This design comes from an exercise in tuning for small area on the open sky130 flow, not from production work. Function was not checked in any run shown here: the RTL went through the layout flow alone. Power is estimated from default activity; no workload was simulated.

File: flow/run.sh
#!/bin/bash
# synth_recipe.tcl (not shown) runs the flow's synth.tcl, then flattens the netlist and writes it again
# the make line also repeats each setting of config.mk as NAME=value (left out here)
make -C /OpenROAD-flow-scripts/flow DESIGN_CONFIG=/design/flow/config.mk WORK_HOME=/design/flow/orfs CLKGATE_MAP_FILE= SYNTH_SCRIPT=/design/flow/synth_recipe.tcl finish
File: flow/config.mk
export PLATFORM = sky130hd
export DESIGN_NAME = tamagotchi
export DESIGN_NICKNAME = tamagotchi
export VERILOG_FILES = /design/flow/design.v
export SDC_FILE = /design/flow/constraint.sdc
export NUM_CORES = 4
export LEC_CHECK = 0
export ABC_AREA = 0
export CAP_MARGIN = 20
export CORE_MARGIN = 2
export CORE_UTILIZATION = 65
export PLACE_DENSITY = 0.75
export SLEW_MARGIN = 20
File: flow/constraint.sdc
create_clock -name core_clock -period 20.0 [get_ports {clk}]
set_input_delay 4.0000 -clock core_clock [delete_from_list [all_inputs] [get_ports {clk}]]
set_output_delay 4.0000 -clock core_clock [all_outputs]
set_load 0.01 [all_outputs]
File: flow/design.v
module BCDtoSSeg (BCD, SSeg);
  input [4:0] BCD;
  output reg [0:6] SSeg;
always @ ( * ) begin
  case (BCD)
   5'd0: SSeg = 7'b0000001; 	 
	5'd1: SSeg = 7'b1001111; 	 
	5'd2: SSeg = 7'b0010010; 	 
	5'd3: SSeg = 7'b0000110; 	 
	5'd4: SSeg = 7'b1001100; 	 
	5'd5: SSeg = 7'b0100100; 	 
	5'd6: SSeg = 7'b0100000; 	 
	5'd7: SSeg = 7'b0001111; 	 
	5'd8: SSeg = 7'b0000000; 	 
	5'd9: SSeg = 7'b0001100; 	 
   5'd10: SSeg = 7'b1001000;   
   5'd11: SSeg = 7'b0001001;	 
   5'd12: SSeg = 7'b0000100;	 
   5'd13: SSeg = 7'b0100100;	 
   5'd14: SSeg = 7'b1110001;	 
   5'd15: SSeg = 7'b0011000;	 
   5'd16: SSeg = 7'b1100000;   
   5'd17: SSeg = 7'b1110000;	 
   5'd18: SSeg = 7'b0111000;	 
   5'd19: SSeg = 7'b1000001;	 
   5'd20: SSeg = 7'b1001111;	 
   5'd21: SSeg = 7'b1000010;	 
   5'd22: SSeg = 7'b0110000;	 
   5'd23: SSeg = 7'b0001000;	 
   default:
   SSeg = 7'b1111110;
  endcase
end
endmodule
module display_hex(
    input [39:0] num,
    input clk,
    input [9:0] k,
    output [0:6] sseg,
    output [7:0] an,
    input rst
    );
reg [4:0] bcd;
reg started;
BCDtoSSeg bcdtosseg(.BCD(bcd), .SSeg(sseg));
wire enable = &k[6:0];
wire [2:0] shown = k[9:7] - 3'd1;
assign an = started ? ~(8'b1 << shown) : 8'hff;
always @(posedge clk or negedge rst) begin
    if (!rst) begin
        bcd <= 0;
        started <= 0;
    end else if (enable) begin
        started <= 1;
        case (k[9:7])
            3'h0: bcd <= num[4:0];
            3'h1: bcd <= num[9:5];
            3'h2: bcd <= num[14:10];
            3'h3: bcd <= num[19:15];
            3'h4: bcd <= num[24:20];
            3'h5: bcd <= num[29:25];
            3'h6: bcd <= num[34:30];
            3'h7: bcd <= num[39:35];
        endcase
    end
end
endmodule
module spi_master(
   input clk,
   input reset,             
   input go,                
   input bit_in,
   input dc_in,
   output [2:0] bitsel,
   output load,             
   output fin,              
   output t0,               
   output reg mosi,
   output sclk,
   output ce,
   output reg dc,
   output reg lcd_rst
);
   reg [4:0] cc;
   reg [3:0] h;
   reg active;
   wire last = (cc == 5'h10);
   assign sclk   = h[0];
   assign ce     = ~active;
   assign bitsel = h[3:1];
   assign load   = ~active & (lcd_rst | go);
   assign fin    = active & last & (&h);
   assign t0     = active & ~(|cc) & ~(|h);
   always @(posedge clk or posedge reset) begin
      if (reset) begin
         cc <= 0;
         h <= 0;
         active <= 0;
         mosi <= 0;
         dc <= 0;
         lcd_rst <= 0;
      end else if (load) begin
         active <= 1;
         dc <= dc_in;
         lcd_rst <= 1;
      end else if (active) begin
         mosi <= bit_in;
         cc <= {cc[3:0], ~(cc[4] ^ cc[1])};
         if (last) begin
            h <= h + 1;
            if (&h) active <= 0;
         end
      end
   end
endmodule
module FSM_pet (
   input clk,
   input reset,           
   input go,
   input [2:0] face,
   input [2:0] icon,
   output mosi,
   output sclk,
   output ce,
   output dc,
   output lcd_rst
);
   reg [9:0] r;           
   reg [2:0] fs;          
   reg [2:0] ni;          
   reg [2:0] is;          
   wire load, fin, t0;
   wire [2:0] bs;
   function [7:0] dl;
      input [2:0] f;
      input [3:0] i;
      begin
         case (i)
            4'd0:  dl = (f == 5) ? 8'b00000000 : 8'b00001110;
            4'd1:  dl = (f == 5) ? 8'b00000000 : 8'b00010001;
            4'd2:  dl = (f == 5) ? 8'b00000011 : 8'b01100000;
            4'd3:  case (f)
                      0, 1:    dl = 8'b10000100;
                      2:       dl = 8'b10010010;
                      3, 4:    dl = 8'b10010000;
                      default: dl = 8'b00001100;
                   endcase
            4'd4:  case (f)
                      0:       dl = 8'b10110010;
                      1:       dl = 8'b10110110;
                      2:       dl = 8'b10110100;
                      3:       dl = 8'b10001000;
                      4:       dl = 8'b10111000;
                      default: dl = 8'b00010010;
                   endcase
            4'd5:  case (f)
                      0:       dl = 8'b10000010;
                      1:       dl = 8'b10000101;
                      2:       dl = 8'b10000100;
                      3, 4:    dl = 8'b10010000;
                      default: dl = 8'b00100001;
                   endcase
            4'd6:  case (f)
                      0, 4:    dl = 8'b01100011;
                      1:       dl = 8'b01100101;
                      2:       dl = 8'b01100111;
                      3:       dl = 8'b01100000;
                      default: dl = 8'b00100010;
                   endcase
            4'd7:  case (f)
                      0:       dl = 8'b00100011;
                      1, 2:    dl = 8'b00100101;
                      3:       dl = 8'b00100001;
                      4:       dl = 8'b00100100;
                      default: dl = 8'b00100000;
                   endcase
            4'd8:  dl = (f == 5) ? 8'b00000111 : 8'b00001111;
            4'd9:  dl = (f == 5) ? 8'b00001001 : 8'b00010001;
            4'd10: dl = (f == 5) ? 8'b11111111 : 8'b10100001;
            4'd11: dl = (f == 5) ? 8'b00000001 : 8'b10101110;
            4'd12: dl = (f == 5) ? 8'b10000001 : 8'b01000001;
            4'd13: dl = (f == 5) ? 8'b00011001 : 8'b00001001;
            4'd14: dl = (f == 5) ? 8'b10100001 : 8'b00000110;
            default: dl = (f == 5) ? 8'b00100001 : 8'b00000010;
         endcase
      end
   endfunction
   function [7:0] il;
      input [2:0] n;
      input [2:0] i;
      begin
         case (n)
            0: case (i)
                  0: il = 8'b00000000;
                  1: il = 8'b00110010;
                  2: il = 8'b00101010;
                  3: il = 8'b00100110;
                  4: il = 8'b00000000;
                  5: il = 8'b11001000;
                  6: il = 8'b10101000;
                  default: il = 8'b10011000;
               endcase
            1: case (i)
                  7: il = 8'b00011100;
                  6: il = 8'b00100010;
                  5: il = 8'b00100001;
                  4: il = 8'b01110001;
                  3: il = 8'b10010001;
                  2: il = 8'b10100001;
                  1: il = 8'b00100010;
                  default: il = 8'b00011100;
               endcase
            2: case (i)
                  7: il = 8'b01111100;
                  6: il = 8'b10010010;
                  5: il = 8'b01010001;
                  4: il = 8'b00010001;
                  3: il = 8'b00010001;
                  2: il = 8'b00010001;
                  1: il = 8'b00010010;
                  default: il = 8'b00011100;
               endcase
            3: case (i)
                  7: il = 8'b00000010;
                  6: il = 8'b00000111;
                  5: il = 8'b11111110;
                  4: il = 8'b10000000;
                  3: il = 8'b10000000;
                  2: il = 8'b10000010;
                  1: il = 8'b10000111;
                  default: il = 8'b11111110;
               endcase
            4: case (i)
                  7: il = 8'b01111110;
                  6: il = 8'b10000001;
                  5: il = 8'b11111111;
                  4: il = 8'b00011000;
                  3: il = 8'b00011000;
                  2: il = 8'b11111111;
                  1: il = 8'b10000001;
                  default: il = 8'b01111110;
               endcase
            default: il = 8'b00000000;
         endcase
      end
   endfunction
   wire fr = (r[9:6] == 4'd0);
   wire [2:0] g = r[5:3];
   wire [2:0] j = r[2:0];
   wire rev = (g == 3'd2) | (g == 3'd5);
   wire [3:0] di = {g[2], j ^ {3{rev}}};
   wire [2:0] ii = (g == 3'd0) ? 3'd7 : j;
   wire [7:0] dbyte = dl(fs, di);
   wire [7:0] ibyte = il(is, ii);
   reg [7:0] cbyte;
   reg [1:0] src;      
   reg dc_cur;
   always @(*) begin
      cbyte = 8'h00;
      src = 2'd0;
      dc_cur = 1'b0;
      if (!fr) begin
         dc_cur = r[9];
         if (!r[9])
            case (j)
               2: cbyte = 8'h21;
               3: cbyte = 8'h90;
               4: cbyte = 8'h20;
               5: cbyte = 8'h0C;
               6: cbyte = 8'h80;
               default: cbyte = 8'h00;
            endcase
      end else begin
         case (g)
            3'd0: case (j[1:0])
                     2'd0: src = 2'd2;
                     2'd1: cbyte = 8'hA0;
                     default: cbyte = 8'h42;
                  endcase
            3'd3: cbyte = j[0] ? 8'h41 : 8'hA0;
            3'd6: case (j[1:0])
                     2'd0: src = 2'd1;
                     2'd1: cbyte = 8'hA4;
                     default: cbyte = 8'h44;
                  endcase
            3'd7: begin src = 2'd2; dc_cur = 1'b1; end
            default: begin src = 2'd1; dc_cur = 1'b1; end
         endcase
      end
   end
   wire [7:0] byte_cur = (src == 2'd1) ? dbyte : (src == 2'd2) ? ibyte : cbyte;
   wire bit_cur = byte_cur[~bs];
   spi_master spi (
      .clk(clk),
      .reset(~reset),
      .go(go),
      .bit_in(bit_cur),
      .dc_in(dc_cur),
      .bitsel(bs),
      .load(load),
      .fin(fin),
      .t0(t0),
      .mosi(mosi),
      .sclk(sclk),
      .ce(ce),
      .dc(dc),
      .lcd_rst(lcd_rst)
   );
   wire c_end = (&r[5:0]) & (fr | (&r[9:6]));
   wire g_end = (g == 3'd3) ? j[0] :
                (g == 3'd0 || g == 3'd6) ? j[1] : (&j);
   always @(posedge clk or negedge reset) begin
      if (~reset) begin
         r <= 10'd504;
         is <= 3'd5;
      end else begin
         if (fin) begin
            if (!fr) r <= r + 1;
            else if (g_end) r <= {4'd0, g + 3'd1, 3'd0};
            else r <= r + 1;
            if (fr && r[5:0] == 6'd0) is <= ni;
         end
      end
   end
   always @(posedge clk) begin
      if (t0 && c_end) begin
         fs <= face;
         ni <= icon;
      end
   end
endmodule
module buzzer(
    input clk,
    input reset,
    input trigger,
    output buzzer_out
);
    parameter CLK_FREQ = 50_000;
    localparam [15:0] S_END = 16'h8488;   
    reg [15:0] counter;
    reg trigger_prev;
    reg active;
    assign buzzer_out = ~active;
    wire start = trigger & ~trigger_prev;
    wire done = (counter == S_END);
    always @(posedge clk or negedge reset) begin
        if (~reset) begin
            counter <= 0;
            trigger_prev <= 0;
            active <= 0;
        end else begin
            trigger_prev <= trigger;
            if (start)
                active <= 1;
            else if (done)
                active <= 0;
            if (active && !start && !done)
                counter <= {counter[14:0], ~(counter[15] ^ counter[2])};
            else
                counter <= 0;
        end
    end
endmodule
module debounce #(parameter COUNT_BOT=1500, parameter MOV=0)(
	input reset,
	input clk,
	input boton_in,
	output reg boton_out
);
generate if (!MOV) begin : g
	localparam W = 11;
	localparam [10:0] S_PRESS = 11'h2ff;   
	localparam [10:0] S_REL   = 11'h2b3;   
	reg [W-1:0] counter;
	wire hit = (counter == (boton_out ? S_REL : S_PRESS));
	always @(posedge clk) begin
		if (~reset) begin
			counter <= 0;
			boton_out <= ~boton_in;
		end else if (boton_in != boton_out) begin
			counter <= 0;
		end else if (hit) begin
			boton_out <= ~boton_out;
			counter <= 0;
		end else begin
			counter <= {counter[9:0], ~(counter[10] ^ counter[0])};
		end
	end
end else begin : g
	localparam W = 14;
	localparam [13:0] S_PRESS = 14'h1b37;   
	localparam [13:0] S_REL   = 14'h1009;   
	reg [W-1:0] counter;
	wire hit = (counter == (boton_out ? S_REL : S_PRESS));
	always @(posedge clk) begin
		if (~reset) begin
			counter <= 0;
			boton_out <= ~boton_in;
		end else if (boton_in != boton_out) begin
			counter <= 0;
		end else if (hit) begin
			boton_out <= ~boton_out;
			counter <= 0;
		end else begin
			counter <= {counter[12:0], ~(counter[13] ^ counter[0] ^ counter[1])};
		end
	end
end endgenerate
endmodule
module i2c_master (
    input wire clk,
    input wire reset_n,
    input wire internal_clk,
    input wire [1:0] wr_code,
    output reg rx_pos,
    input wire read_enable,
    input wire write_enable,
    output reg nack,
    output reg queued,
    output reg data_valid,
    output reg stop,
    output reg scl_out,
    input wire sda_in,
    output reg sda_out
);
    parameter IDLE = 5'b00000,
              START = 5'b00001,
              SEND_BIT = 5'b00010,
              WAIT_SCL_HIGH = 5'b00011,
              WAIT_SCL_LOW = 5'b00100,
              CHECK_ACK = 5'b00101,
              CHECK_ACK_HIGH = 5'b00110,
              CHECK_ACK_LOW = 5'b00111,
              WRITE = 5'b01000,
              PREP_STOP = 5'b01001,
              STOP = 5'b01010,
              READ = 5'b01011,
              RECEIVE_BIT = 5'b01100,
              RD_SCL_HIGH = 5'b01101,
              RD_SCL_LOW = 5'b01110,
              SEND_ACK = 5'b01111,
              SEND_ACK_HIGH = 5'b10000,
              SEND_ACK_LOW = 5'b10001,
              RESTART = 5'b10010;
    reg [4:0] state;
    reg rd;                  
    reg [3:0] counter;
    reg [1:0] sel;
    reg nack_detected;
    reg sda_in_q, sda_in_qq;
    reg [7:0] tx_byte;
    always @(*) begin
        case (sel)
            2'd0: tx_byte = 8'h00;
            2'd1: tx_byte = 8'h6B;
            2'd2: tx_byte = 8'h3B;
            default: tx_byte = {7'h68, rd};
        endcase
    end
    wire tx_bit = tx_byte[~counter[2:0]];
    always @(posedge clk or negedge reset_n) begin
        if (!reset_n) begin
            sda_in_q <= 1'b1;
            sda_in_qq <= 1'b1;
        end else begin
            sda_in_q <= sda_in;
            sda_in_qq <= sda_in_q;
        end
    end
    always @(posedge clk or negedge reset_n) begin
        if (!reset_n) begin
            state <= IDLE;
            scl_out <= 1'b1;
            sda_out <= 1'b1;
            nack <= 1'b0;
            queued <= 1'b0;
            data_valid <= 1'b0;
            rx_pos <= 1'b0;
            counter <= 4'b0;
            nack_detected <= 1'b0;
            sel <= 2'b0;
            stop <= 1'b0;
        end else begin
            case (state)
                IDLE: begin
                    scl_out <= 1'b1;
                    sda_out <= 1'b1;
                    nack <= 1'b0;
                    queued <= 1'b0;
                    data_valid <= 1'b0;
                    rx_pos <= 1'b0;
                    counter <= 4'b0;
                    stop <= 1'b0;
                    if (internal_clk) begin
                        if (write_enable || read_enable) begin
                            state <= START;
                        end
                    end
                end
                START: begin
                    scl_out <= 1'b1;
                    sda_out <= 1'b0;
                    nack <= 1'b0;
                    queued <= 1'b0;
                    stop <= 1'b0;
                    data_valid <= 1'b0;
                    if (internal_clk) begin
                        scl_out <= 1'b0;
                        counter <= 4'b0000;
                        sel <= 2'd3;
                        rd <= ~write_enable;
                        state <= SEND_BIT;
                    end
                end
                SEND_BIT: begin
                    if (internal_clk) begin
                        scl_out <= 1'b0;
                        sda_out <= tx_bit;
                        counter <= counter + 1;
                        nack <= 1'b0;
                        queued <= 1'b0;
                        stop <= 1'b0;
                        data_valid <= 1'b0;
                        state <= WAIT_SCL_HIGH;
                    end
                end
                WAIT_SCL_HIGH: begin
                    if (internal_clk) begin
                        nack <= 1'b0;
                        queued <= 1'b0;
                        data_valid <= 1'b0;
                        scl_out <= 1'b1;
                        state <= WAIT_SCL_LOW;
                    end
                end
                WAIT_SCL_LOW: begin
                    if (internal_clk) begin
                        nack <= 1'b0;
                        queued <= 1'b0;
                        stop <= 1'b0;
                        data_valid <= 1'b0;
                        scl_out <= 1'b0;
                        if (counter[3]) begin
                            state <= CHECK_ACK;
                        end else begin
                            state <= SEND_BIT;
                        end
                    end
                end
                CHECK_ACK: begin
                    if (internal_clk) begin
                        sda_out <= 1'b1;
                        nack <= 1'b0;
                        queued <= 1'b0;
                        stop <= 1'b0;
                        data_valid <= 1'b0;
                        scl_out <= 1'b0;
                        state <= CHECK_ACK_HIGH;
                    end
                end
                CHECK_ACK_HIGH: begin
                    if (internal_clk) begin
                        nack <= 1'b0;
                        queued <= 1'b0;
                        stop <= 1'b0;
                        scl_out <= 1'b1;
                        nack_detected <= sda_in_qq;
                        state <= CHECK_ACK_LOW;
                    end
                end
                CHECK_ACK_LOW: begin
                    if (internal_clk) begin
                        nack <= 1'b0;
                        queued <= 1'b0;
                        stop <= 1'b0;
                        data_valid <= 1'b0;
                        scl_out <= 1'b0;
                        state <= rd ? READ : WRITE;
                    end
                end
                WRITE: begin
                    if (nack_detected) begin
                        nack <= 1'b1;
                        scl_out <= 1'b0;
                        if (internal_clk) begin
                            nack_detected <= 1'b0;
                            sda_out <= 1'b0;
                            state <= PREP_STOP;
                        end
                    end else begin
                        if (write_enable) begin
                            sel <= wr_code;
                            counter <= 4'b0000;
                            queued <= 1'b1;
                            data_valid <= 1'b0;
                            state <= SEND_BIT;
                        end else if (read_enable) begin
                            scl_out <= 1'b0;
                            sda_out <= 1'b1;
                            if (internal_clk) begin
                                state <= RESTART;
                            end
                        end else begin
                            scl_out <= 1'b0;
                            if (internal_clk) begin
                                sda_out <= 1'b0;
                                state <= PREP_STOP;
                            end
                        end
                    end
                end
                RESTART: begin
                    if (internal_clk) begin
                        state <= IDLE;
                    end
                end
                READ: begin
                    if (nack_detected) begin
                        nack <= 1'b1;
                        scl_out <= 1'b0;
                        if (internal_clk) begin
                            nack_detected <= 1'b0;
                            sda_out <= 1'b0;
                            state <= PREP_STOP;
                        end
                    end else begin
                        if (read_enable) begin
                            sel <= 2'b01;
                            counter <= 4'b0000;
                            queued <= 1'b1;
                            state <= RECEIVE_BIT;
                        end else if (write_enable) begin
                            scl_out <= 1'b0;
                            sda_out <= 1'b1;
                            if (internal_clk) begin
                                state <= IDLE;
                            end
                        end else begin
                            scl_out <= 1'b0;
                            if (internal_clk) begin
                                sda_out <= 1'b0;
                                state <= PREP_STOP;
                            end
                        end
                    end
                end
                RECEIVE_BIT: begin
                    if (internal_clk) begin
                        sda_out <= 1'b1;
                        scl_out <= 1'b0;
                        counter <= counter + 1;
                        nack <= 1'b0;
                        queued <= 1'b0;
                        stop <= 1'b0;
                        data_valid <= 1'b0;
                        state <= RD_SCL_HIGH;
                    end
                end
                RD_SCL_HIGH: begin
                    if (internal_clk) begin
                        nack <= 1'b0;
                        queued <= 1'b0;
                        stop <= 1'b0;
                        data_valid <= 1'b0;
                        scl_out <= 1'b1;
                        case (counter[3:0])
                            4'd1: if (sda_in_qq) sel[0] <= 1'b0;
                            4'd2: if (!sda_in_qq) sel[0] <= 1'b0;
                            4'd3: if (sda_in_qq) sel[1] <= 1'b1;
                            4'd4: if (!sda_in_qq && !sel[1]) sel[0] <= 1'b0;
                            default: if (sda_in_qq) sel[1] <= 1'b1;
                        endcase
                        state <= RD_SCL_LOW;
                    end
                end
                RD_SCL_LOW: begin
                    if (internal_clk) begin
                        nack <= 1'b0;
                        queued <= 1'b0;
                        stop <= 1'b0;
                        data_valid <= 1'b0;
                        scl_out <= 1'b0;
                        if (counter[3]) begin
                            state <= SEND_ACK;
                        end else begin
                            state <= RECEIVE_BIT;
                        end
                    end
                end
                SEND_ACK: begin
                    if (internal_clk) begin
                        sda_out <= (read_enable) ? 1'b0 : 1'b1;
                        rx_pos <= sel[0] & sel[1];
                        nack <= 1'b0;
                        queued <= 1'b0;
                        stop <= 1'b0;
                        data_valid <= 1'b1;
                        scl_out <= 1'b0;
                        state <= SEND_ACK_HIGH;
                    end
                end
                SEND_ACK_HIGH: begin
                    if (internal_clk) begin
                        nack <= 1'b0;
                        queued <= 1'b0;
                        stop <= 1'b0;
                        data_valid <= 1'b0;
                        scl_out <= 1'b1;
                        state <= SEND_ACK_LOW;
                    end
                end
                SEND_ACK_LOW: begin
                    if (internal_clk) begin
                        nack <= 1'b0;
                        queued <= 1'b0;
                        stop <= 1'b0;
                        data_valid <= 1'b0;
                        scl_out <= 1'b0;
                        state <= READ;
                    end
                end
                PREP_STOP: begin
                    if (internal_clk) begin
                        stop <= 1'b1;
                        scl_out <= 1'b1;
                        sda_out <= 1'b0;
                        nack <= 1'b0;
                        state <= STOP;
                    end
                end
                STOP: begin
                    if (internal_clk) begin
                        scl_out <= 1'b1;
                        sda_out <= 1'b1;
                        state <= IDLE;
                    end
                end
                default: state <= IDLE;
            endcase
        end
    end
endmodule
module mpu6050_controller (
    input wire clk,
    input wire reset_n,
    input wire internal_clk,
    output reg [1:0] wr_code,
    output reg read_enable,
    output reg write_enable,
    input wire queued,
    input wire nack,
    input wire stop,
    input wire data_valid,
    input wire rx_pos,
    output reg [3:0] address,
    output reg data_pos,
    output reg load,
    output reg completed,
    input wire rescan
);
    localparam IDLE = 3'b000,
               POWER_MGMT_0 = 3'b001,
               POWER_MGMT_1 = 3'b010,
               READ_0 = 3'b011,
               READ_1 = 3'b100,
               STABLE = 3'b101;
    reg [2:0] state;
    always @(posedge clk or negedge reset_n) begin
        if (!reset_n) begin
            wr_code <= 2'd0;
            read_enable <= 1'b0;
            write_enable <= 1'b0;
            address <= 4'b0;
            load <= 1'b0;
            data_pos <= 1'b0;
            completed <= 1'b0;
            state <= IDLE;
        end else begin
            case (state)
                IDLE: begin
                    if (internal_clk) begin
                        wr_code <= 2'd0;
                        read_enable <= 1'b0;
                        write_enable <= 1'b0;
                        address <= 4'b0;
                        load <= 1'b0;
                        data_pos <= 1'b0;
                        completed <= 1'b0;
                        state <= POWER_MGMT_0;
                    end
                end
                POWER_MGMT_0: begin
                    if (internal_clk) begin
                        wr_code <= 2'd1;
                        write_enable <= 1'b1;
                        read_enable <= 1'b0;
                        if (queued) begin
                            wr_code <= 2'd0;
                            state <= POWER_MGMT_1;
                        end else if (nack) begin
                            state <= IDLE;
                        end
                    end
                end
                POWER_MGMT_1: begin
                    if (internal_clk) begin
                        if (queued) begin
                            wr_code <= 2'd0;
                            write_enable <= 1'b0;
                            read_enable <= 1'b0;
                            state <= READ_0;
                        end else if (nack) begin
                            state <= IDLE;
                        end
                    end
                end
                READ_0: begin
                    if (internal_clk) begin
                        if (stop) begin
                            wr_code <= 2'd2;
                            write_enable <= 1'b1;
                            read_enable <= 1'b0;
                        end else if (queued) begin
                            write_enable <= 1'b0;
                            read_enable <= 1'b1;
                            address <= 4'b0;
                        end else if (data_valid) begin
                            load <= 1'b1;
                            data_pos <= rx_pos;
                            state <= READ_1;
                        end else if (nack) begin
                            state <= IDLE;
                        end
                    end
                end
                READ_1: begin
                    if (internal_clk) begin
                        if (data_valid) begin
                            load <= 1'b1;
                            data_pos <= rx_pos;
                        end else if (queued) begin
                            address <= address + 1;
                            if (address == 4'b1100) begin
                                write_enable <= 1'b0;
                                read_enable <= 1'b0;
                            end else begin
                                write_enable <= 1'b0;
                                read_enable <= 1'b1;
                            end
                        end else if (stop) begin
                            state <= STABLE;
                        end else begin
                            load <= 1'b0;
                        end
                    end
                end
                STABLE: begin
                    completed <= 1'b1;
                    if (internal_clk) begin
                        if (rescan) begin
                            state <= IDLE;
                        end
                    end
                end
                default: ;
            endcase
        end
    end
endmodule
module movement_detect (
    input wire clk,
    input wire reset_n,
    input wire internal_clk,
    input wire completed,
    output reg rescan,
    input wire x_pos,
    output reg movement
);
    always @(posedge clk or negedge reset_n) begin
        if (!reset_n) begin
            movement <= 1'b1;
            rescan <= 1'b0;
        end else begin
            if (internal_clk) begin
                if (completed) begin
                    movement <= x_pos;
                    rescan <= 1'b1;
                end else begin
                    rescan <= 1'b0;
                end
            end
        end
    end
endmodule
module mpu6050_interface (
    input wire clk,
    input wire reset_n,
    input wire sda_i,
    output wire sda_o,
    output wire scl_o,
    output wire movement
);
    wire internal_clk;
    wire [1:0] wr_code;
    wire read_enable;
    wire write_enable;
    wire queued;
    wire nack;
    wire stop;
    wire data_valid;
    wire rx_pos;
    wire [3:0] address;
    wire data_pos;
    wire load;
    wire completed;
    wire rescan;
    reg [7:0] counter;
    reg x_pos;
    mpu6050_controller mpu6050_ctrl (
        .clk(clk),
        .reset_n(reset_n),
        .internal_clk(internal_clk),
        .wr_code(wr_code),
        .read_enable(read_enable),
        .write_enable(write_enable),
        .queued(queued),
        .nack(nack),
        .stop(stop),
        .data_valid(data_valid),
        .rx_pos(rx_pos),
        .address(address),
        .data_pos(data_pos),
        .load(load),
        .completed(completed),
        .rescan(rescan)
    );
    i2c_master i2c_master (
        .clk(clk),
        .reset_n(reset_n),
        .internal_clk(internal_clk),
        .wr_code(wr_code),
        .rx_pos(rx_pos),
        .read_enable(read_enable),
        .write_enable(write_enable),
        .nack(nack),
        .queued(queued),
        .data_valid(data_valid),
        .stop(stop),
        .scl_out(scl_o),
        .sda_in(sda_i),
        .sda_out(sda_o)
    );
    movement_detect detector (
        .clk(clk),
        .reset_n(reset_n),
        .internal_clk(internal_clk),
        .completed(completed),
        .rescan(rescan),
        .x_pos(x_pos),
        .movement(movement)
    );
    localparam [7:0] S_TIC = 8'hcf;   
    assign internal_clk = (counter == S_TIC);
    always @(posedge clk or negedge reset_n) begin
        if (!reset_n) begin
            counter <= 8'b0;
        end else if (internal_clk) begin
            counter <= 8'b0;
        end else begin
            counter <= {counter[6:0], ~(counter[7] ^ counter[2])};
        end
    end
    always @(posedge clk or negedge reset_n) begin
        if (!reset_n) begin
            x_pos <= 1'b0;
        end else if (internal_clk && load && address == 4'h0) begin
            x_pos <= data_pos;
        end
    end
endmodule
module tamagotchi (
    input clk,
    input reset,
    input b2, b3, b4,
    input light_sensor,
    input sound_sensor,
    input sda_i,
    output scl_o,
    output sda_o,
    output mosi,
    output sclk,
    output ce,
    output dc,
    output lcd_rst,
    output [0:6] sseg,
    output [7:0] an,
    output test_led,
    output buzzer_out
);
    localparam ONE_SECOND = 50_000;
    localparam HOLD_TIME = 5 * ONE_SECOND;
    localparam FACE_TIME = 2 * ONE_SECOND;
    localparam SLEEP = 3'd0, FOOD = 3'd1, BATH = 3'd2, MUSIC = 3'd3, EXERCISE = 3'd4, DEAD = 3'd5;
    wire movement;
    mpu6050_interface mpu6050 (
        .clk(clk),
        .reset_n(reset),
        .sda_i(sda_i),
        .sda_o(sda_o),
        .scl_o(scl_o),
        .movement(movement)
    );
    wire b2_deb, b3_deb, b4_deb, movement_deb;
    debounce #(1500) b2_debounce (.reset(reset), .clk(clk), .boton_in(b2), .boton_out(b2_deb));
    debounce #(1500) b3_debounce (.reset(reset), .clk(clk), .boton_in(b3), .boton_out(b3_deb));
    debounce #(1500) b4_debounce (.reset(reset), .clk(clk), .boton_in(b4), .boton_out(b4_deb));
    debounce #(.COUNT_BOT(15000), .MOV(1)) movement_debounce (.reset(reset), .clk(clk), .boton_in(movement), .boton_out(movement_deb));
    reg [2:0] sleep_state, food_state, bath_state, music_state, exercise_state, health_state;
    reg [2:0] current, face;
    reg [17:0] test_timer, sleep_hold_timer, music_hold_timer;
    reg [16:0] face_timer;
    reg sleep_hold_active, music_hold_active, sound_detected;
    reg music_past;    
    localparam [17:0] S_HOLD = 18'h39923;   
    localparam [17:0] S_1S   = 18'h1c355;   
    localparam [16:0] S_FACE = 17'h1b2da;   
    localparam [11:0] S_Q    = 12'hbea;     
    function [17:0] st18;
        input [17:0] s;
        st18 = {s[16:0], ~(s[17] ^ s[0])};
    endfunction
    function [16:0] st17;
        input [16:0] s;
        st17 = {s[15:0], ~(s[16] ^ s[1])};
    endfunction
    function [11:0] st12;
        input [11:0] s;
        st12 = {s[10:0], ~(s[11] ^ s[0])};
    endfunction
    reg test_mode;
    assign test_led = !test_mode;
    reg [9:0] k;
    reg [11:0] q;
    wire tick = (&k[3:0]) && (q == S_Q);
    reg [4:0] a;
    reg [1:0] t4;
    reg [1:0] t3;
    reg [2:0] t5;
    reg evt;
    always @(posedge clk or negedge reset) begin
        if (~reset) begin
            k <= 10'd64;
            q <= 0;
            a <= 0;
            t4 <= 0;
            t3 <= 0;
            t5 <= 0;
            evt <= 0;
        end else begin
            k <= k + 1;
            q <= (q == S_Q) ? 12'd0 : st12(q);
            evt <= 0;
            if (tick) begin
                if (a == 5'd29) begin
                    a <= 0;
                    evt <= 1;
                    t4 <= t4 + 1;
                    t3 <= (t3 == 2'd2) ? 2'd0 : t3 + 1;
                    t5 <= (t5 == 3'd4) ? 3'd0 : t5 + 1;
                end else begin
                    a <= a + 1;
                end
            end
        end
    end
    wire ev_food     = evt & ~t4[0];                  
    wire ev_bath     = evt & (t4 == 2'd0);            
    wire ev_music    = evt & (t3 == 2'd0);            
    wire ev_exercise = evt & (t5 == 3'd0);            
    wire ev_sleep    = ev_food & (t3 == 2'd0);        
    FSM_pet pet_display (
        .clk(clk),
        .reset(reset),
        .go(k[0]),
        .face(face),
        .icon(current),
        .mosi(mosi),
        .sclk(sclk),
        .ce(ce),
        .dc(dc),
        .lcd_rst(lcd_rst)
    );
    reg [39:0] display_data;
    display_hex seg_display (
        .num(display_data),
        .clk(clk),
        .k(k),
        .sseg(sseg),
        .an(an),
        .rst(reset)
    );
    reg buzzer_trigger;
    buzzer #(.CLK_FREQ(ONE_SECOND)) buzzer_inst (
        .clk(clk),
        .reset(reset),
        .trigger(buzzer_trigger),
        .buzzer_out(buzzer_out)
    );
    always @(*) begin
        case (current)
            SLEEP:   display_data = {5'd13, 5'd14, 5'd15, 2'b0, sleep_state[2:0], 5'd10, 5'd14, 5'd17, 2'b0, health_state[2:0]};
            FOOD:    display_data = {5'd10, 5'd11, 5'd12, 2'b0, food_state[2:0], 5'd10, 5'd14, 5'd17, 2'b0, health_state[2:0]};
            BATH:    display_data = {5'd16, 5'd17, 5'd10, 2'b0, bath_state[2:0], 5'd10, 5'd14, 5'd17, 2'b0, health_state[2:0]};
            MUSIC:   display_data = {5'd18, 5'd19, 5'd11, 2'b0, music_state[2:0], 5'd10, 5'd14, 5'd17, 2'b0, health_state[2:0]};
            EXERCISE: display_data = {5'd18, 5'd20, 5'd17, 2'b0, exercise_state[2:0], 5'd10, 5'd14, 5'd17, 2'b0, health_state[2:0]};
            default: display_data = {5'd21, 5'd22, 5'd23, 5'd21, 5'd21, 5'd22, 5'd23, 5'd21};
        endcase
    end
    reg b2_prev, b3_prev, b4_prev, movement_prev;
    wire b2_posedge, b3_posedge, b4_posedge, movement_posedge;
    always @(posedge clk or negedge reset) begin
        if (~reset) begin
            b2_prev <= 0;
            b3_prev <= 0;
            b4_prev <= 0;
            movement_prev <= 0;
        end else begin
            b2_prev <= b2_deb;
            b3_prev <= b3_deb;
            b4_prev <= b4_deb;
            movement_prev <= movement_deb;
        end
    end
    assign b2_posedge = b2_deb & ~b2_prev;
    assign b3_posedge = b3_deb & ~b3_prev;
    assign b4_posedge = b4_deb & ~b4_prev;
    assign movement_posedge = movement_deb & ~movement_prev;
    wire alive = (current != DEAD);
    wire tm = b2_posedge & test_mode & alive;
    wire cS = (current == SLEEP), cF = (current == FOOD), cB = (current == BATH),
         cM = (current == MUSIC), cE = (current == EXERCISE);
    wire dS = ev_sleep    | (tm & cS);
    wire dF = ev_food     | (tm & cF);
    wire dB = ev_bath     | (tm & cB);
    wire dM = ev_music    | (tm & cM);
    wire dE = ev_exercise | (tm & cE);
    wire b4go = b4_posedge & alive;
    wire sleep_start = cS & ~sleep_hold_active & b4_posedge & light_sensor;
    wire sleep_end = sleep_hold_active & (sleep_hold_timer == S_HOLD);
    wire music_end = music_hold_active & (music_hold_timer == S_HOLD);
    wire rF = b4go & cF;
    wire rB = b4go & cB;
    wire rS = sleep_end;
    wire rM = music_end & sound_detected;
    wire rE = cE & movement_posedge;
    wire fullS = (sleep_state == 3'd7), fullF = (food_state == 3'd7), fullB = (bath_state == 3'd7),
         fullM = (music_state == 3'd7), fullE = (exercise_state == 3'd7);
    wire zS = (sleep_state == 3'd0), zF = (food_state == 3'd0), zB = (bath_state == 3'd0),
         zM = (music_state == 3'd0), zE = (exercise_state == 3'd0);
    wire hfull = (health_state == 3'd7);
    wire hzero = (health_state == 3'd0);
    reg h_chg, h_up;
    always @(*) begin
        h_chg = 1'b0;
        h_up = 1'b0;
        if (ev_sleep)    begin if (fullS & ~hfull) begin h_chg = 1; h_up = 1; end else if (zS & ~hzero) begin h_chg = 1; h_up = 0; end end
        if (ev_food)     begin if (fullF & ~hfull) begin h_chg = 1; h_up = 1; end else if (zF & ~hzero) begin h_chg = 1; h_up = 0; end end
        if (ev_bath)     begin if (fullB & ~hfull) begin h_chg = 1; h_up = 1; end else if (zB & ~hzero) begin h_chg = 1; h_up = 0; end end
        if (ev_music)    begin if (fullM & ~hfull) begin h_chg = 1; h_up = 1; end else if (zM & ~hzero) begin h_chg = 1; h_up = 0; end end
        if (ev_exercise) begin if (fullE & ~hfull) begin h_chg = 1; h_up = 1; end else if (zE & ~hzero) begin h_chg = 1; h_up = 0; end end
        if (tm) begin
            if ((cS & fullS) | (cF & fullF) | (cB & fullB) | (cM & fullM) | (cE & fullE)) begin
                if (~hfull) begin h_chg = 1; h_up = 1; end
            end else if ((cS & zS) | (cF & zF) | (cB & zB) | (cM & zM) | (cE & zE)) begin
                if (~hzero) begin h_chg = 1; h_up = 0; end
            end
        end
        if (((rF & fullF) | (rB & fullB) | (rS & fullS) | (rM & fullM) | (rE & fullE)) & ~hzero) begin
            h_chg = 1; h_up = 0;
        end
    end
    wire okFB = (rF & (~fullF | ~hzero)) | (rB & (~fullB | ~hzero));
    wire okS = rS & (~fullS | ~hzero);
    wire okM = rM & (~fullM | ~hzero);
    wire okE = rE & (~fullE | ~hzero);
    always @(posedge clk or negedge reset) begin
        if (~reset) begin
            sleep_state <= 3'd7;
            food_state <= 3'd7;
            bath_state <= 3'd7;
            music_state <= 3'd7;
            exercise_state <= 3'd7;
            health_state <= 3'd7;
            current <= SLEEP;
            face <= 0;
            test_mode <= 0;
            test_timer <= 0;
            face_timer <= 0;
            sleep_hold_timer <= 0;
            sleep_hold_active <= 0;
            music_hold_timer <= 0;
            music_hold_active <= 0;
            sound_detected <= 0;
            music_past <= 0;
            buzzer_trigger <= 0;
        end else begin
            if (rS & ~fullS) sleep_state <= sleep_state + 1;
            else if (dS & ~zS) sleep_state <= sleep_state - 1;
            if (rF & ~fullF) food_state <= food_state + 1;
            else if (dF & ~zF) food_state <= food_state - 1;
            if (rB & ~fullB) bath_state <= bath_state + 1;
            else if (dB & ~zB) bath_state <= bath_state - 1;
            if (rM & ~fullM) music_state <= music_state + 1;
            else if (dM & ~zM) music_state <= music_state - 1;
            if (rE & ~fullE) exercise_state <= exercise_state + 1;
            else if (dE & ~zE) exercise_state <= exercise_state - 1;
            if (h_chg) health_state <= h_up ? health_state + 1 : health_state - 1;
            buzzer_trigger <= okFB | okS | okM | okE;
            if (b2_deb && alive) begin
                if (test_timer == S_HOLD) begin
                    test_mode <= ~test_mode;
                    test_timer <= 0;
                end else begin
                    test_timer <= st18(test_timer);
                end
            end else begin
                test_timer <= 0;
            end
            if (b3_posedge && alive) begin
                case (current)
                    SLEEP: current <= FOOD;
                    FOOD: current <= BATH;
                    BATH: current <= MUSIC;
                    MUSIC: current <= EXERCISE;
                    default: current <= SLEEP;
                endcase
            end
            if (okFB) begin
                face <= (rF ? fullF : fullB) ? 3'd2 : 3'd1;
                face_timer <= 0;
            end
            if (sleep_start) begin
                face <= 3;
                sleep_hold_active <= 1;
                sleep_hold_timer <= 0;
            end
            if (sleep_hold_active) begin
                if (!sleep_end) begin
                    sleep_hold_timer <= st18(sleep_hold_timer);
                end else begin
                    sleep_hold_active <= 0;
                    sleep_hold_timer <= 0;
                end
            end
            if (okS) begin
                face <= fullS ? 3'd2 : 3'd1;
                face_timer <= 0;
            end
            if (cM && !music_hold_active && b4_posedge) begin
                music_hold_active <= 1;
                music_hold_timer <= 0;
                sound_detected <= 0;
            end
            if (music_hold_active) begin
                if (!music_end) begin
                    music_hold_timer <= st18(music_hold_timer);
                    if (music_hold_timer == S_1S) music_past <= 1;
                    if (music_past && !sound_sensor) sound_detected <= 1;
                end else begin
                    music_hold_active <= 0;
                    music_hold_timer <= 0;
                    sound_detected <= 0;
                    music_past <= 0;
                end
            end
            if (okM) begin
                face <= fullM ? 3'd2 : 3'd1;
                face_timer <= 0;
            end
            if (okE) begin
                face <= fullE ? 3'd2 : 3'd1;
                face_timer <= 0;
            end
            if (alive && !sleep_hold_active) begin
                if (face_timer != S_FACE) begin
                    face_timer <= st17(face_timer);
                end else if (face != 0) begin
                    if (health_state <= 3) begin
                        face <= 4;
                    end else begin
                        face <= 0;
                    end
                    face_timer <= 0;
                end
            end
            if (alive && face != 1 && face != 2 && face != 3 && face != 5) begin
                if (health_state <= 3 && face != 4) begin
                    face <= 4;
                end else if (health_state > 3 && face == 4) begin
                    face <= 0;
                end
            end
            if (hzero) begin
                current <= DEAD;
                face <= 5;
            end
        end
    end
endmodule
==> impl_results.md, run 1 <==
- Die height: 163.8 um
- P_leak: about 7.4 nW
- Commonest non-fill, non-tap cells in the layout: 204 x dfrtp_1, 148 x nand2_1, 132 x o21ai_0, 122 x nor2_1, 109 x a21oi_1
- Setup Viol. Count Final: 0
- Final non-filler cell total: 2,121
- # DRC: 0
- Tot GR Track Use: 28.68%
- Placed Cells: 2,065
- Post-CTS Setup Inserts: 0
- Design Power: 1.169 mW
- CP Max Fanout: 11
- Share of the synthesized area in the top cell type: between 30% and 40%
- Placed Area: 16,960 um^2
- Antenna violations before repair: 0
- Critical path arrival: roughly 2600 ps
- Crit path depth: 6
- Cell family contributing the most delay on the critical path: buffers and inverters
- Setup_tns: 0 ps
- CP Buf/Inv Count: 3
- First-pass GRT wire length: 63,850 um
- HPWL after detailed placement: 25,440 um
- Pin count of the biggest net entering global routing: between 100 and 150
- Post-route ant nets: 0
- Worst-Margin Slew: roughly 1100 ps
- Area share of fa/ha/maj cells after synthesis: 3.573%
- I/O pin cnt: 32
- Wire per inst: 18.02 um
- Worst Reg-to-Reg Cells: 10
- Final Cell Area: 17,950 um^2
- CP max stage cell: clkdlybuf4s50_1
- CP Capture Type: primary output
- Final Hold Fails: 0
- Fill count: between 1,500 and 2,000
- CTS tree: done
- Synth area leaders: dfrtp_1 31%, dfxtp_1 5.7%, dfstp_2 5.1%
- Critical Path Source Type: flop
- GP Congestion: 0.9413
- Most used cell, CP: inv_1
- Final Max Tran Viols: 0
- Gate Count Post-Synth: 1,810
- Port Buf Inserts: 31
- Synth Warn #: 12
- Share of cells above drive strength 1: between 8 and 9%
- Sequential share of the synthesized area: a little over two fifths
- Hold_buf cts: 0
- RSZ-0062 raised after global routing: false
- Combinational family with the most area after synthesis: simple AND/OR/NAND/NOR gates
- XOR/XNOR Fraction of Synth Area: 2.796%
- Num CTS Buffers: 30
- Routed vias/inst: 6.508
- Routed Wire Length: roughly 38,000 um
- Initial core utilization: 66.11%
- Post-Syn Area: 16,600 um^2
- Core area: 25,110 um^2
- Hold crit path type: reg2reg
- Post-CTS sizing: 0
- Synth area leader: dfrtp_1
- Worst-Skew Late Latency: roughly 580 ps
- DR iter-0 viols: 1,809
- Simple-gate share of the synthesized area: between 20% and 30%
- Final Core Density: 71.47%
- Mux share of post-synthesis cell area: 3.505%
- Number of synthesized flops with an enable pin: 11
- H-Tree Depth: 1
- Area growth from synthesis to layout: 8.111%
- Clock buffer depth: 3
- Outcome: finished clean
- Gr ovfl total: 0
- Clock Sinks: about 290
- Setup crit end: sseg[0]
- Hold Crit Depth: 0
- Critical Path Source: seg_display.bcd[1]
- Async SR Flop Fraction: 80.27%
- DRT Pass-1 Iters: 6
- Clk pin slew, worst setup/hold paths: about 60 ps
- Compound-Gate Fraction of Synth Area: 20.36%
- Ant. Diodes: 0
- Row count: 58
- DR vias: 13,804
- FF-to-FF Start: pet_display.r[0]
- Worst vdd ir: 0.07114 mV
- Worst endpoint required time: 16,000 ps
- Critical Path Max Stage Delay: 550 ps
- Commonest non-fill, non-tap cell in the layout: dfrtp_1
- Crit path kind: reg2out
- Die width: 163.8 um
- Max_slew headroom: between 20% and 30%
- Vias in the first global route: 12,967
- Die ar.: 26,830 um^2
- Post-synth top flop: dfrtp_1
- Pwr dens: roughly 65 nW/um^2
- Fmax: 151.7 MHz
- Clk_skew: 36.43 ps
- CTS root buf: clkbuf_16
- Post-Syn Area per Cell: 9.171 um^2
- Layout net count: around 1,800
- Syn Nets: 1,861
- Min Tclk post-route: 6594 ps
- Max_cap viols: 0
- CP cell instances: inv_1 -> ha_1 -> inv_1 -> mux4_2 -> a2bb2oi_1 -> clkdlybuf4s50_1
- Final period util: 32.97%
- R2r setup slk: 16,110 ps
- Yosys reg bits: 294
- Reg-to-Reg End: pet_display.spi.mosi
- Synth cell types: 97
==> layer usage <==
| layer | vias to the layer above | GRT usage, % | wire, um |
|---|---|---|---|
| met3 | 98 | 4.015 | 2327 |
| met5 | - | 0 | 0 |
| met4 | 0 | 9.330 | 1149 |
| met1 | 6650 | 40.89 | 17170 |
| met2 | 508 | 45.59 | 17580 |
| li1 | 6548 | - | - |
==> cells by family after synthesis <==
kind of cell	after synthesis
simple gates	677
compound gates	506
flops	294
buf+inv	184
xor+xnor	53
mux	52
fa+ha+maj	44
==> area by class of cell <==
cell class,instances,area (um^2),area share [%]
Tap cell,330,412.9,2.301
Clock inverter,15,128.9,0.7181
Inverter,62,232.7,1.297
Clock buffer,41,862.1,4.804
Timing Repair Buffer,47,435.4,2.426
Sequential cell,294,7217,40.21
Multi-Input combinational cell,1332,8657,48.24
==> worst reg2reg max path, stage by stage (launching register included) <==
cell and delay (ps):
dfrtp_1 320, buf_4 380, inv_1 470, ha_1 440
o2bb2ai_1 210, a221oi_4 490, a2111oi_0 170, a2111oi_0 580
a221oi_1 170, o41a_1 450, o32ai_2 110
==> synth_stat cells (32+ instances only) <==
cell / instances
dfrtp_1: 204
nand2_1: 148
o21ai_0: 132
nor2_1: 122
a21oi_1: 109
clkbuf_1: 84
and2_1: 73
inv_1: 59
nand3_1: 58
nor3_1: 53
a22o_1: 52
dfxtp_1: 47
and3_1: 37
ha_1: 37
dfstp_2: 32
==> registers in the layout, summed over array words and instances, names as in the netlist, 8 cells and up <==
register,count
b2_debounce.g.counter,11
b3_debounce.g.counter,11
b4_debounce.g.counter,11
buzzer_inst.counter,16
face_timer,17
k,10
movement_debounce.g.counter,14
mpu6050.counter,8
music_hold_timer,18
pet_display.r,10
q,12
sleep_hold_timer,18
test_timer,18
==> power by group <==
part	total (mW)	internal [mW]	switching, mW
registers	0.601	0.599	0.00212
logic	0.0178	0.00429	0.0135
clock network	0.550	0.315	0.235
total	1.17	0.919	0.250
==> worst min-delay path by stage <==
| stage | from | to | slack, ps |
|---|---|---|---|
| 3_5_place_dp | mpu6050.i2c_master.sda_in_q | mpu6050.i2c_master.sda_in_qq | 350 |
| 3_3_place_gp | q[4] | q[5] | 350 |
| 6_report | mpu6050.i2c_master.sda_in_q | mpu6050.i2c_master.sda_in_qq | 360 |
| 4_1_cts | mpu6050.i2c_master.sda_in_q | mpu6050.i2c_master.sda_in_qq | 360 |
| 2_1_floorplan | mpu6050.i2c_master.sda_in_q | mpu6050.i2c_master.sda_in_qq | 350 |
| 5_1_grt | mpu6050.i2c_master.sda_in_q | mpu6050.i2c_master.sda_in_qq | 360 |
==> through the flow <==
| step | hold WS (ps) | worst slack (ps) |
|---|---|---|
| 6_report | 360.9 | 13410 |
| 5_1_grt | 364.6 | 13280 |
| 4_1_cts | 362.0 | 13370 |
| 3_5_place_dp | 349.9 | 13910 |
| 3_3_place_gp | 350.3 | 13930 |
| 2_1_floorplan | 345.2 | 14560 |
==> run 2: changes to the inputs <==
--- a/flow/design.v
+++ b/flow/design.v
@@ -417,6 +417,6 @@
     input wire write_enable,
-    output reg nack,
-    output reg queued,
-    output reg data_valid,
-    output reg stop,
+    output wire nack,
+    output wire queued,
+    output wire data_valid,
+    output wire stop,
     output reg scl_out,
@@ -460,2 +460,8 @@
     wire tx_bit = tx_byte[~counter[2:0]];
+    assign data_valid = (state == SEND_ACK_HIGH);
+    assign stop = (state == STOP);
+    assign queued = (counter == 4'd0) &&
+                    ((state == RECEIVE_BIT) || (state == SEND_BIT && sel != 2'd3));
+    assign nack = nack_detected &&
+                  ((state == WRITE) || (state == READ) || (state == PREP_STOP));
     always @(posedge clk or negedge reset_n) begin
@@ -474,5 +480,2 @@
             sda_out <= 1'b1;
-            nack <= 1'b0;
-            queued <= 1'b0;
-            data_valid <= 1'b0;
             rx_pos <= 1'b0;
@@ -481,3 +484,2 @@
             sel <= 2'b0;
-            stop <= 1'b0;
         end else begin
@@ -487,8 +489,4 @@
                     sda_out <= 1'b1;
-                    nack <= 1'b0;
-                    queued <= 1'b0;
-                    data_valid <= 1'b0;
                     rx_pos <= 1'b0;
                     counter <= 4'b0;
-                    stop <= 1'b0;
                     if (internal_clk) begin
@@ -502,6 +500,2 @@
                     sda_out <= 1'b0;
-                    nack <= 1'b0;
-                    queued <= 1'b0;
-                    stop <= 1'b0;
-                    data_valid <= 1'b0;
                     if (internal_clk) begin
@@ -519,6 +513,2 @@
                         counter <= counter + 1;
-                        nack <= 1'b0;
-                        queued <= 1'b0;
-                        stop <= 1'b0;
-                        data_valid <= 1'b0;
                         state <= WAIT_SCL_HIGH;
@@ -528,5 +518,2 @@
                     if (internal_clk) begin
-                        nack <= 1'b0;
-                        queued <= 1'b0;
-                        data_valid <= 1'b0;
                         scl_out <= 1'b1;
@@ -537,6 +524,2 @@
                     if (internal_clk) begin
-                        nack <= 1'b0;
-                        queued <= 1'b0;
-                        stop <= 1'b0;
-                        data_valid <= 1'b0;
                         scl_out <= 1'b0;
@@ -552,6 +535,2 @@
                         sda_out <= 1'b1;
-                        nack <= 1'b0;
-                        queued <= 1'b0;
-                        stop <= 1'b0;
-                        data_valid <= 1'b0;
                         scl_out <= 1'b0;
@@ -562,5 +541,2 @@
                     if (internal_clk) begin
-                        nack <= 1'b0;
-                        queued <= 1'b0;
-                        stop <= 1'b0;
                         scl_out <= 1'b1;
@@ -572,6 +548,2 @@
                     if (internal_clk) begin
-                        nack <= 1'b0;
-                        queued <= 1'b0;
-                        stop <= 1'b0;
-                        data_valid <= 1'b0;
                         scl_out <= 1'b0;
@@ -582,6 +554,4 @@
                     if (nack_detected) begin
-                        nack <= 1'b1;
                         scl_out <= 1'b0;
                         if (internal_clk) begin
-                            nack_detected <= 1'b0;
                             sda_out <= 1'b0;
@@ -593,4 +563,2 @@
                             counter <= 4'b0000;
-                            queued <= 1'b1;
-                            data_valid <= 1'b0;
                             state <= SEND_BIT;
@@ -618,6 +586,4 @@
                     if (nack_detected) begin
-                        nack <= 1'b1;
                         scl_out <= 1'b0;
                         if (internal_clk) begin
-                            nack_detected <= 1'b0;
                             sda_out <= 1'b0;
@@ -629,3 +595,2 @@
                             counter <= 4'b0000;
-                            queued <= 1'b1;
                             state <= RECEIVE_BIT;
@@ -651,6 +616,2 @@
                         counter <= counter + 1;
-                        nack <= 1'b0;
-                        queued <= 1'b0;
-                        stop <= 1'b0;
-                        data_valid <= 1'b0;
                         state <= RD_SCL_HIGH;
@@ -660,6 +621,2 @@
                     if (internal_clk) begin
-                        nack <= 1'b0;
-                        queued <= 1'b0;
-                        stop <= 1'b0;
-                        data_valid <= 1'b0;
                         scl_out <= 1'b1;
@@ -677,6 +634,2 @@
                     if (internal_clk) begin
-                        nack <= 1'b0;
-                        queued <= 1'b0;
-                        stop <= 1'b0;
-                        data_valid <= 1'b0;
                         scl_out <= 1'b0;
@@ -693,6 +646,2 @@
                         rx_pos <= sel[0] & sel[1];
-                        nack <= 1'b0;
-                        queued <= 1'b0;
-                        stop <= 1'b0;
-                        data_valid <= 1'b1;
                         scl_out <= 1'b0;
@@ -703,6 +652,2 @@
                     if (internal_clk) begin
-                        nack <= 1'b0;
-                        queued <= 1'b0;
-                        stop <= 1'b0;
-                        data_valid <= 1'b0;
                         scl_out <= 1'b1;
@@ -713,6 +658,2 @@
                     if (internal_clk) begin
-                        nack <= 1'b0;
-                        queued <= 1'b0;
-                        stop <= 1'b0;
-                        data_valid <= 1'b0;
                         scl_out <= 1'b0;
@@ -723,6 +664,5 @@
                     if (internal_clk) begin
-                        stop <= 1'b1;
+                        nack_detected <= 1'b0;
                         scl_out <= 1'b1;
                         sda_out <= 1'b0;
-                        nack <= 1'b0;
                         state <= STOP;
==> flow/flow/run.sh (new file) <==
#!/bin/bash
set -euo pipefail
W="$(pwd)"
rm -rf "$W/scripts_mod"
cp -r "$FLOW_HOME/scripts" "$W/scripts_mod"
cp "$W/flow/abc_area.script" "$W/scripts_mod/abc_area.script"
bash "$W/standard.sh" SCRIPTS_DIR="$W/scripts_mod" finish > "$W/flow_make.log" 2>&1
==> flow/flow/abc_area.script (new file) <==
strash
&get -n
&fraig -x
&put
scorr
dc2
dretime
strash
&get -n
&dch -f
&nf -a -p -R 1000 -C 32 -F 8 -A 6
&put
==> flow/standard.sh (new file) <==
#!/bin/bash
# synth_recipe.tcl (not shown) runs the flow's synth.tcl, then flattens the netlist and writes it again
# the make line also repeats each setting of config.mk as NAME=value (left out here)
make -C /OpenROAD-flow-scripts/flow DESIGN_CONFIG=/design/flow/config.mk WORK_HOME=/design/flow/orfs CLKGATE_MAP_FILE= SYNTH_SCRIPT=/design/flow/synth_recipe.tcl "${@:-finish}"
--- a/flow/config.mk
+++ b/flow/config.mk
@@ -7,3 +7,3 @@
 export LEC_CHECK = 0
-export ABC_AREA = 0
+export ABC_AREA = 1
 export CAP_MARGIN = 20
removed: flow/run.sh
==> impl_results.md, run 2 <==
- Critical Path Source Type: flop
- Critical Path Max Stage Delay: 680 ps
- Combinational family with the most area after synthesis: simple AND/OR/NAND/NOR gates
- Share of the synthesized area in the top cell type: 34.18%
- Pin count of the biggest net entering global routing: 114
- CP cell instances: ha_1 -> clkinv_1 -> o41ai_1 -> clkdlybuf4s50_1
- Gr ovfl total: 0
- Hold_buf cts: 0
- Fmax: 146.9 MHz
- Post-CTS sizing: 0
- Post-synth top flop: dfrtp_1
- Final Core Density: 74.57%
- Outcome: finished clean
- H-Tree Depth: 1
- Setup ws final: 13,190 ps
- First-pass GRT wire length: 56,850 um
- Worst vdd ir: 0.07833 mV
- Setup Viol. Count Final: 0
- Placed Cells: about 1,800
- Worst endpoint required time: between 15,000 and 20,000 ps
- Pwr dens: 73.83 nW/um^2
- GR peak layer: met2
- Core area: 21,960 um^2
- Ant. Diodes: 0
- Port Buf Inserts: 31
- Critical path arrival: 2810 ps
- Synth Warn #: 12
- Synth area leader: dfrtp_1
- Pre-CTS setup slack: 13,690 ps
- CP Max Fanout: 10
- HPWL after detailed placement: 22,950 um
- Number of synthesized flops with an enable pin: 11
- Max_cap viols: 0
- Clock buffer depth: 3
- DR iter-0 viols: 1,077
- XOR/XNOR Fraction of Synth Area: around 3.2%
- Clock Sinks: between 200 and 300
- CP Capture Type: primary output
- Final Max Tran Viols: 0
- Final non-filler cell total: 1,898
- Routed vias/inst: 6.439
- Commonest non-fill, non-tap cells in the layout: 200 x dfrtp_1, 147 x nand2_1, 132 x a21oi_1, 130 x nor2_1, 86 x o21ai_0
- Share of cells above drive strength 1: 5.748%
- Die ar.: between 20,000 and 25,000 um^2
- I/O pin cnt: 32
- Vias in the first global route: 11,615
- Commonest non-fill, non-tap cell in the layout: dfrtp_1
- Most frequent cells after synthesis: 200 x dfrtp_1, 147 x nand2_1, 132 x a21oi_1, 132 x nor2_1, 86 x o21ai_0
- Die width: between 150 and 200 um
- Fill count: 1,568
- CTS tree: done
- Antenna violations before repair: 0
- Placed Area: 15,350 um^2
- Post-route ant nets: 0
- Crit path kind: reg2out
- Yosys reg bits: 290
- Gate Count Post-Synth: 1,530
- Min Tclk post-route: 6806 ps
- Tot GR Track Use: between 20 and 30%
- Sequential share of the synthesized area: 48.60%
- Async SR Flop Fraction: around four fifths
- Area growth from synthesis to layout: 11.82%
- Setup_tns: 0 ps
- GR met1 Demand/Resource: between 40% and 50%
- HP Start: mpu6050.i2c_master.sda_in_q
- Simple-gate share of the synthesized area: 23.20%
- Final Cell Area: 16,370 um^2
- Max_slew headroom: about a quarter
- Post-Syn Area per Cell: 9.571 um^2
- Final period util: 34.03%
- Met3 GRT Util: 3.608%
- DRT Pass-1 Iters: 5
- Routed Wire Length: 33,450 um
- Row count: 54
- Synth cell types: 70
- Num CTS Buffers: 30
- Layout net count: 1,644
- Clk pin slew, worst setup/hold paths: 60 ps
- Mux share of post-synthesis cell area: 2.085%
- Post-Syn Area: around 15,000 um^2
- Hold Slack: ~360 ps
- P_leak: between 6 and 7 nW
- Design Power: 1.209 mW
- Die height: 154.1 um
- Hold crit path type: reg2reg
- Largest regs: music_hold_timer: 18 flops, sleep_hold_timer: 18 flops, test_timer: 18 flops
- Compound-Gate Fraction of Synth Area: between 10% and 20%
- Clk_skew: 42.94 ps
- Post-CTS Setup Inserts: 0
- GP Congestion: 0.9710
- CTS root buf: clkbuf_16
- M2 GR Usage: 46.72%
- Initial core utilization: 66.69%
- Final Hold Fails: 0
- FF-to-FF Start: pet_display.r[3]
- CP max stage cell: clkdlybuf4s50_1
- # DRC: 0
- Area share of fa/ha/maj cells after synthesis: 3.896%
- Top-count cell post-synth: dfrtp_1
- Worst-Margin Slew: around 1100 ps
- Worst-Skew Late Latency: 590 ps
- Wire per inst: 17.62 um
- RSZ-0062 raised after global routing: false
- Syn Nets: 1,580
- R2r setup slk: 16,000 ps
- DR vias: between 10,000 and 15,000
- Synth area leaders: dfrtp_1 34%, dfxtp_1 6.4%, dfstp_2 5.7%
- Critical Path Source: seg_display.bcd[1]
[run 2: cell types whose count changed after synthesis, sizes merged, moves of 12 or more]
cell / delta
a22o: -14
o22ai: -20
nor2b: +12
a21oi: +22
clkbuf: -85
mux2i: -17
clkinv: +46
buf: -31
o21ai: -46
inv: -60
[run 2: worst max-delay path: cells and delay by family (launching register included)]
family                     cells  cell delay (ps)
adders and majority gates      1              310
DFF                            1              520
buffers and inverters          2              790
AOI/OAI and AO/OA              1              640
[run 2: worst paths after layout]
kind,end,cells past startpoint
min in group asynchronous,mpu6050.mpu6050_ctrl.completed,1
setup / recovery,sseg[2],4
setup reg to reg,pet_display.spi.mosi,13
hold / removal,mpu6050.i2c_master.sda_in_qq,0
hold reg to reg,mpu6050.i2c_master.sda_in_qq,0
max in group asynchronous,q[1],2
[run 2: layout make-up]
class	count	area (um^2)	share of cell area, %
timing repair buffer	38	367.9	2.246
inverter	48	180.2	1.100
clock buffer	41	822.0	5.020
clock inverter	15	191.4	1.169
multi-input combinational	1186	7346	44.86
tap	280	350.3	2.140
sequential	290	7117	43.46
[run 2: logic make-up (layout without fill, tap and decap cells)]
kind of cell	count (synthesis)	in the layout
buffers and inverters	54	142
DFF	290	290
and+or+nand+nor	659	659
adders and majority gates	42	42
muxes	28	28
AOI/OAI and AO/OA	404	404
xor gates and xnor gates	53	53
[run 2: per-layer routing]
metal / part of all wire [%] / vias to the layer above
met3: 5.8 / 81
li1: - / 5796
met2: 47 / 444
met1: 45 / 5901
met4: 2.5 / 0
met5: 0 / -
[run 2: where the power goes]
| group | internal [mW] | switching, mW |
|---|---|---|
| Combinational | 0.0140 | 0.0186 |
| Clock | 0.329 | 0.233 |
| Sequential | 0.602 | 0.0124 |
| Total | 0.945 | 0.264 |

==> separate check: timing with driven ports <==
The flow's constraints put no driver on any port. The routed layouts listed below were extracted and timed again, unchanged, in two steps. Step 1 (the two cells are an assumption about what drives the block):
set clk [get_ports {clk}]
set_driving_cell -lib_cell sky130_fd_sc_hd__clkbuf_16 $clk
set_driving_cell -lib_cell sky130_fd_sc_hd__buf_2 [delete_from_list [all_inputs] $clk]
Step 2 also shifts input and output timing later by t, the mid clock arrival at the registers, as if the neighbouring blocks saw the same clock. Slacks: no drivers / after step 1 / after step 2; pairs: no drivers / after step 1.
run | t, ns | setup WS [ns] | worst setup path after step 2
run 1 | 0.609 | 13.406 / 13.358 / 13.890 | input to register
run 2 | 0.617 | 13.194 / 13.142 / 13.734 | input to register
After both steps every run listed still meets setup and hold.
